Context: an optimization exercise on an open-source flow, tuned for small area. The choices shown serve that exercise and are no tape-out recipe.
Function was checked by simulation only, so behaviour that the tests miss may differ from the original.
The flow treats the clock pin as an ideal source, which a real chip does not have.
Power is estimated from default activity; no workload was simulated.

==> flow/design.v (excerpt) <==
module drsstc_sfp_transceiver_top (
    input           CLK_40M,
    input           RST_N,
    input   [7:0]   IN,
    output  [7:0]   OUT,
    input   [2:0]   LV_IN,
    output  [2:0]   LV_OUT,
    input   [7:0]   DIP_SW1,
    input   [7:0]   DIP_SW2,
    output  [1:0]   LED_TX,
    output  [1:0]   LED_RX,
    input           SFP_LOSS_SIG,
    output          SFP_RATE_SEL,
    output          SFP_TX_DIS_N,
    input           SFP_TX_FLT,
    input           LVDS_DAT_OUT,
    output          LVDS_DAT_IN,
    output          LVDS_DRV_EN,
    output          LVDS_RCV_EN_N,
    output          TP1,
    output          TP2
    );
    wire            w_clk = CLK_40M;
    wire            w_rst_n;
    reset_gen reset_gen_inst (
        .i_clk ( w_clk ),
        .i_res_n ( RST_N ),
        .o_res_n ( w_rst_n )
    );
    reg     [1:0]   r_ser;
    reg     [3:0]   r_bit;
    reg     [10:0]  r_frm;
    reg             r_boot2;     
    wire            w_boot1 = r_boot2 | r_frm[10] |
  ...
Size: ~300 cells after synthesis, roughly 61 flip-flops, roughly 3100 µm² of cells after synthesis.
Settings: LEC_CHECK=0, CAP_MARGIN=20, CORE_MARGIN=2, CORE_UTILIZATION=65, SLEW_MARGIN=20; clock period 25.0 ns.
standard.sh (not shown) runs the stock make flow with config.mk's settings and CLKGATE_MAP_FILE= SYNTH_SCRIPT=/design/flow/synth_recipe.tcl, a recipe that flattens the netlist after the stock synthesis.
==> flow/flow/run.sh <==
#!/bin/bash
set -euo pipefail
bash standard.sh \
  "PRE_CTS_TCL=$PWD/flow/clock_tree.tcl" \
  "CTS_ARGS=-repair_clock_nets -dont_use_dummy_load" \
  "BUFFER_PORTS_ARGS=-buffer_cell sky130_fd_sc_hd__buf_1" \
  SKIP_REPAIR_TIE_FANOUT=1 \
  finish > flow_make.log 2>&1
Other scripts of this flow, unchanged in this note and not shown: flow/flow/clock_tree.tcl
The starting point passed the timing, DRC and antenna checks.
Then changed:
--- a/flow/flow/run.sh
+++ b/flow/flow/run.sh
@@ -3,2 +3,3 @@
 bash standard.sh \
+  "POST_FLOORPLAN_TCL=$PWD/flow/downsize.tcl" \
   "PRE_CTS_TCL=$PWD/flow/clock_tree.tcl" \
==> flow/flow/downsize.tcl (new file) <==
# Post-floorplan hook: synthesis sizes some gates up for drive strength;
# put every combinational gate back to the smallest-area cell of its kind
# (same function and pins, only the _N drive suffix differs). The standard
# repair_design after placement then sizes up only what slew or
# capacitance limits need.
set dont_use {}
if {[info exists ::env(DONT_USE_CELLS)]} { set dont_use $::env(DONT_USE_CELLS) }
set db [ord::get_db]
set masters {}
foreach lib [$db getLibs] {
  foreach m [$lib getMasters] { lappend masters $m }
}
set nswap 0
foreach inst [[ord::get_db_block] getInsts] {
  set m [$inst getMaster]
  if {[$m getType] ne "CORE"} { continue }
  set name [$m getName]
  if {![regexp {^(sky130_fd_sc_hd__[a-z0-9]+)_([0-9]+)$} $name -> base drive]} { continue }
  if {[regexp {__(df|edf|sdf|dl|conb|tap|fill|decap|diode|clk)} $name]} { continue }
  set best $name
  set barea [expr {[$m getWidth] * [$m getHeight]}]
  foreach m2 $masters {
    set n2 [$m2 getName]
    if {![regexp "^${base}_\[0-9\]+\$" $n2]} { continue }
    if {[lsearch -exact $dont_use $n2] >= 0} { continue }
    if {[llength [get_lib_cells -quiet */$n2]] == 0} { continue }
    set a2 [expr {[$m2 getWidth] * [$m2 getHeight]}]
    if {$a2 < $barea} { set best $n2; set barea $a2 }
  }
  if {$best ne $name} {
    replace_cell [$inst getName] $best
    incr nswap
  }
}
puts "downsize: $nswap gates set to their smallest size"
Flip-flop and latch count does not change.
Final area went down by 1.3%.
Clock power went down by about 1%.
Core utilization went down by 0.88 points.
Total power went down by 3.6%.
First-iteration DRC count went up by 79%.
Setup slack gets worse by 11 ps.
Wire length went down by 0.91%.
Cell count does not change.
Sequential power hardly moves.
Hold slack gets worse by 33 ps.

---

Another version of the RTL of drsstc_sfp_transceiver_top (not shown whole).
For scale: about 60 flip-flops, about 3000 µm² of cells after synthesis.
==> flow/config.mk <==
export PLATFORM = sky130hd
export DESIGN_NAME = drsstc_sfp_transceiver_top
export DESIGN_NICKNAME = drsstc_sfp_transceiver_top
export VERILOG_FILES = /design/flow/design.v
export SDC_FILE = /design/flow/constraint.sdc
export NUM_CORES = 4
export LEC_CHECK = 0
export CAP_MARGIN = 20
export CORE_MARGIN = 2
export CORE_UTILIZATION = 65
export HOLD_SLACK_MARGIN = 0.1
export SLEW_MARGIN = 20
==> flow/constraint.sdc <==
create_clock -name core_clock -period 25.0 [get_ports {CLK_40M}]
set_input_delay 5.0000 -clock core_clock [delete_from_list [all_inputs] [get_ports {CLK_40M}]]
set_output_delay 5.0000 -clock core_clock [all_outputs]
set_load 0.01 [all_outputs]
==> flow/flow/run.sh <==
#!/bin/bash
set -euo pipefail
bash standard.sh \
  "POST_FLOORPLAN_TCL=$PWD/flow/downsize.tcl" \
  "PRE_CTS_TCL=$PWD/flow/clock_tree.tcl" \
  "CTS_ARGS=-repair_clock_nets -dont_use_dummy_load" \
  "BUFFER_PORTS_ARGS=-buffer_cell sky130_fd_sc_hd__buf_1" \
  SKIP_REPAIR_TIE_FANOUT=1 \
  finish > flow_make.log 2>&1
==> flow/flow/clock_tree.tcl <==
# Pre-CTS hook: drive the flip-flop clock pins from a few clock buffers fed
# straight from the clock port, one buffer per group of nearby flip-flops
# (k-means on the placed positions with groups of at most ceil(n/k) pins,
# buffer at the group's centre). Every clock pin then sees the same
# two-stage path: port -> buffer -> pin.
set ngroups [expr {[info exists ::env(CLK_GROUPS)] ? $::env(CLK_GROUPS) : 4}]
set bufcell [expr {[info exists ::env(CLK_BUF)] ? $::env(CLK_BUF) : "sky130_fd_sc_hd__clkbuf_8"}]
set clk_net [get_nets CLK_40M]
set pins {}
set xs {}
set ys {}
foreach pin [get_pins -of_objects $clk_net] {
  if {[get_property $pin direction] ne "input"} { continue }
  set inst [[sta::sta_to_db_pin $pin] getInst]
  set bb [$inst getBBox]
  lappend pins $pin
  lappend xs [expr {([$bb xMin] + [$bb xMax]) / 2.0}]
  lappend ys [expr {([$bb yMin] + [$bb yMax]) / 2.0}]
}
set n [llength $pins]
set cap [expr {($n + $ngroups - 1) / $ngroups}]
# initial centres: spread along x
set idx [lsort -real -indices $xs]
set cx {}
set cy {}
for {set g 0} {$g < $ngroups} {incr g} {
  set k [lindex $idx [expr {int(($g + 0.5) * $n / $ngroups)}]]
  lappend cx [lindex $xs $k]
  lappend cy [lindex $ys $k]
}
for {set it 0} {$it < 50} {incr it} {
  # capacity-limited assignment: closest (pin, group) pairs first
  set pairs {}
  for {set i 0} {$i < $n} {incr i} {
    for {set g 0} {$g < $ngroups} {incr g} {
      lappend pairs [list [expr {abs([lindex $xs $i] - [lindex $cx $g]) + abs([lindex $ys $i] - [lindex $cy $g])}] $i $g]
    }
  }
  set pairs [lsort -real -index 0 $pairs]
  set asg [lrepeat $n -1]
  set cnt [lrepeat $ngroups 0]
  foreach p $pairs {
    lassign $p d i g
    if {[lindex $asg $i] >= 0 || [lindex $cnt $g] >= $cap} { continue }
    lset asg $i $g
    lset cnt $g [expr {[lindex $cnt $g] + 1}]
  }
  for {set g 0} {$g < $ngroups} {incr g} {
    set sx 0.0; set sy 0.0; set c 0
    for {set i 0} {$i < $n} {incr i} {
      if {[lindex $asg $i] == $g} { set sx [expr {$sx + [lindex $xs $i]}]; set sy [expr {$sy + [lindex $ys $i]}]; incr c }
    }
    if {$c > 0} { lset cx $g [expr {$sx / $c}]; lset cy $g [expr {$sy / $c}] }
  }
}
set dbu [[ord::get_db_block] getDbUnitsPerMicron]
for {set g 0} {$g < $ngroups} {incr g} {
  set grp {}
  for {set i 0} {$i < $n} {incr i} {
    if {[lindex $asg $i] == $g} { lappend grp [lindex $pins $i] }
  }
  if {[llength $grp] == 0} { continue }
  puts "clock group $g: [llength $grp] pins at [expr {[lindex $cx $g] / $dbu}] [expr {[lindex $cy $g] / $dbu}]"
  insert_buffer -buffer_cell $bufcell -net $clk_net -load_pins $grp \
    -location [list [expr {[lindex $cx $g] / $dbu}] [expr {[lindex $cy $g] / $dbu}]] \
    -buffer_name clkbuf_leaf_$g -net_name clknet_leaf_$g
}
Other scripts of this flow, unchanged in this note and not shown: flow/flow/downsize.tcl
Change:
--- a/flow/flow/clock_tree.tcl
+++ b/flow/flow/clock_tree.tcl
@@ -1,9 +1,11 @@
-# Pre-CTS hook: drive the flip-flop clock pins from a few clock buffers fed
-# straight from the clock port, one buffer per group of nearby flip-flops
-# (k-means on the placed positions with groups of at most ceil(n/k) pins,
-# buffer at the group's centre). Every clock pin then sees the same
-# two-stage path: port -> buffer -> pin.
-set ngroups [expr {[info exists ::env(CLK_GROUPS)] ? $::env(CLK_GROUPS) : 4}]
-set bufcell [expr {[info exists ::env(CLK_BUF)] ? $::env(CLK_BUF) : "sky130_fd_sc_hd__clkbuf_8"}]
+# Pre-CTS hook: build the clock tree by hand. The flip-flops are split into
+# six groups of nearby flip-flops (k-means on the placed positions, groups
+# of at most ceil(n/6) pins); each group gets a clkbuf_4 at its centre,
+# and one clkbuf_2 fed by the clock port drives the six group buffers, so
+# every clock pin sees the same path: port -> clkbuf_2 -> clkbuf_4 -> pin.
+# TritonCTS then finds nothing left to buffer.
+set ngroups 6
+set bufcell sky130_fd_sc_hd__clkbuf_4
+set rootcell sky130_fd_sc_hd__clkbuf_2
 set clk_net [get_nets CLK_40M]
 set pins {}
@@ -66,2 +68,13 @@
     -buffer_name clkbuf_leaf_$g -net_name clknet_leaf_$g
 }
+# root buffer between the port and the group buffers
+set leaves {}
+foreach pin [get_pins -of_objects $clk_net] {
+  if {[get_property $pin direction] eq "input"} { lappend leaves $pin }
+}
+set sx 0.0; set sy 0.0
+for {set g 0} {$g < $ngroups} {incr g} { set sx [expr {$sx + [lindex $cx $g]}]; set sy [expr {$sy + [lindex $cy $g]}] }
+insert_buffer -buffer_cell $rootcell -net $clk_net -load_pins $leaves \
+  -location [list [expr {$sx / $ngroups / $dbu}] [expr {$sy / $ngroups / $dbu}]] \
+  -buffer_name clkbuf_root -net_name clknet_root
+puts "clock root buffer drives [llength $leaves] group buffers"
The changed run finished clean.
Design area stays flat.
Global-route usage stays flat.
Synthesized cell count is unchanged.
Worst setup slack gets worse by 0.0033 ns.
Wire length goes down by 0.71%.
Register-to-register slack stays flat.
Power barely changes.
Combinational power hardly moves.
Change:
==> flow/flow/clock_tree.tcl (replaced) <==
# Pre-CTS hook: drive the flip-flop clock pins from a few clock buffers fed
# straight from the clock port, one buffer per group of nearby flip-flops
# (k-means on the placed positions, buffer at the group's centre). All
# clock pins then see the same two-stage path: port -> buffer -> pin.
set ngroups [expr {[info exists ::env(CLK_GROUPS)] ? $::env(CLK_GROUPS) : 4}]
set bufcell [expr {[info exists ::env(CLK_BUF)] ? $::env(CLK_BUF) : "sky130_fd_sc_hd__clkbuf_8"}]
set clk_net [get_nets CLK_40M]
set pins {}
set xs {}
set ys {}
foreach pin [get_pins -of_objects $clk_net] {
  if {[get_property $pin direction] ne "input"} { continue }
  set inst [[sta::sta_to_db_pin $pin] getInst]
  set bb [$inst getBBox]
  lappend pins $pin
  lappend xs [expr {([$bb xMin] + [$bb xMax]) / 2.0}]
  lappend ys [expr {([$bb yMin] + [$bb yMax]) / 2.0}]
}
set n [llength $pins]
# initial centres: spread along x
set idx [lsort -real -indices $xs]
set cx {}
set cy {}
for {set g 0} {$g < $ngroups} {incr g} {
  set k [lindex $idx [expr {int(($g + 0.5) * $n / $ngroups)}]]
  lappend cx [lindex $xs $k]
  lappend cy [lindex $ys $k]
}
for {set it 0} {$it < 50} {incr it} {
  set asg {}
  for {set i 0} {$i < $n} {incr i} {
    set best 0
    set bd 1e30
    for {set g 0} {$g < $ngroups} {incr g} {
      set d [expr {abs([lindex $xs $i] - [lindex $cx $g]) + abs([lindex $ys $i] - [lindex $cy $g])}]
      if {$d < $bd} { set bd $d; set best $g }
    }
    lappend asg $best
  }
  for {set g 0} {$g < $ngroups} {incr g} {
    set sx 0.0; set sy 0.0; set c 0
    for {set i 0} {$i < $n} {incr i} {
      if {[lindex $asg $i] == $g} { set sx [expr {$sx + [lindex $xs $i]}]; set sy [expr {$sy + [lindex $ys $i]}]; incr c }
    }
    if {$c > 0} { lset cx $g [expr {$sx / $c}]; lset cy $g [expr {$sy / $c}] }
  }
}
set dbu [[ord::get_db_block] getDbUnitsPerMicron]
for {set g 0} {$g < $ngroups} {incr g} {
  set grp {}
  for {set i 0} {$i < $n} {incr i} {
    if {[lindex $asg $i] == $g} { lappend grp [lindex $pins $i] }
  }
  if {[llength $grp] == 0} { continue }
  puts "clock group $g: [llength $grp] pins at [expr {[lindex $cx $g] / $dbu}] [expr {[lindex $cy $g] / $dbu}]"
  insert_buffer -buffer_cell $bufcell -net $clk_net -load_pins $grp \
    -location [list [expr {[lindex $cx $g] / $dbu}] [expr {[lindex $cy $g] / $dbu}]] \
    -buffer_name clkbuf_leaf_$g -net_name clknet_leaf_$g
}
- HOLD_SLACK_MARGIN: 0.1 -> default
The changed run went through all stages and came out clean.
Utilization fell by 0.11 points.
Final cell count fell by 1.2%.
Sequential share of layout area is about the same.
Routed wire length hardly moves.
Die area stays the same.
Change:
- HOLD_SLACK_MARGIN: default -> 0.1
Effect:
- The changed run ran to the end with no violations
- combinational power is about the same
- worst hold slack improves by 0.27 ns
- area after synthesis is unchanged
- final cell count is about the same
- clock power is about the same
- setup slack does not change
- critical path depth is unchanged
- final area goes up by 0.33%
- sequential cell count is unchanged
- via count stays the same

-- static timing again, ports no longer ideal --
Ports are ideal in the flow. The routed layouts listed here were re-timed in OpenROAD.
Step 1: set_driving_cell puts a clkbuf_16 on CLK_40M and a buf_2 on each other input, an assumption about the parent block.
Step 2 also shifts input and output timing later by t, the mid clock arrival at the registers, as if the neighbouring blocks saw the same clock.
a / b / c = ideal ports / drivers / drivers and shift; a / b = the first two.
run | t, ns | setup slack, ns | worst setup path after step 2
the first run of note 1 | 0.202 | 14.511 / 14.486 / 14.486 | input to output
the second run of note 1 | 0.202 | 14.500 / 14.477 / 14.477 | input to output
the first run of note 2 | 0.208 | 14.505 / 14.477 / 14.477 | input to output
the second run of note 2 | 0.438 | 14.501 / 14.473 / 14.473 | input to output
the third run of note 2 | 0.202 | 14.505 / 14.478 / 14.478 | input to output
the fourth run of note 2 | 0.202 | 14.505 / 14.478 / 14.478 | input to output
After both steps setup and hold are still met in every run listed.
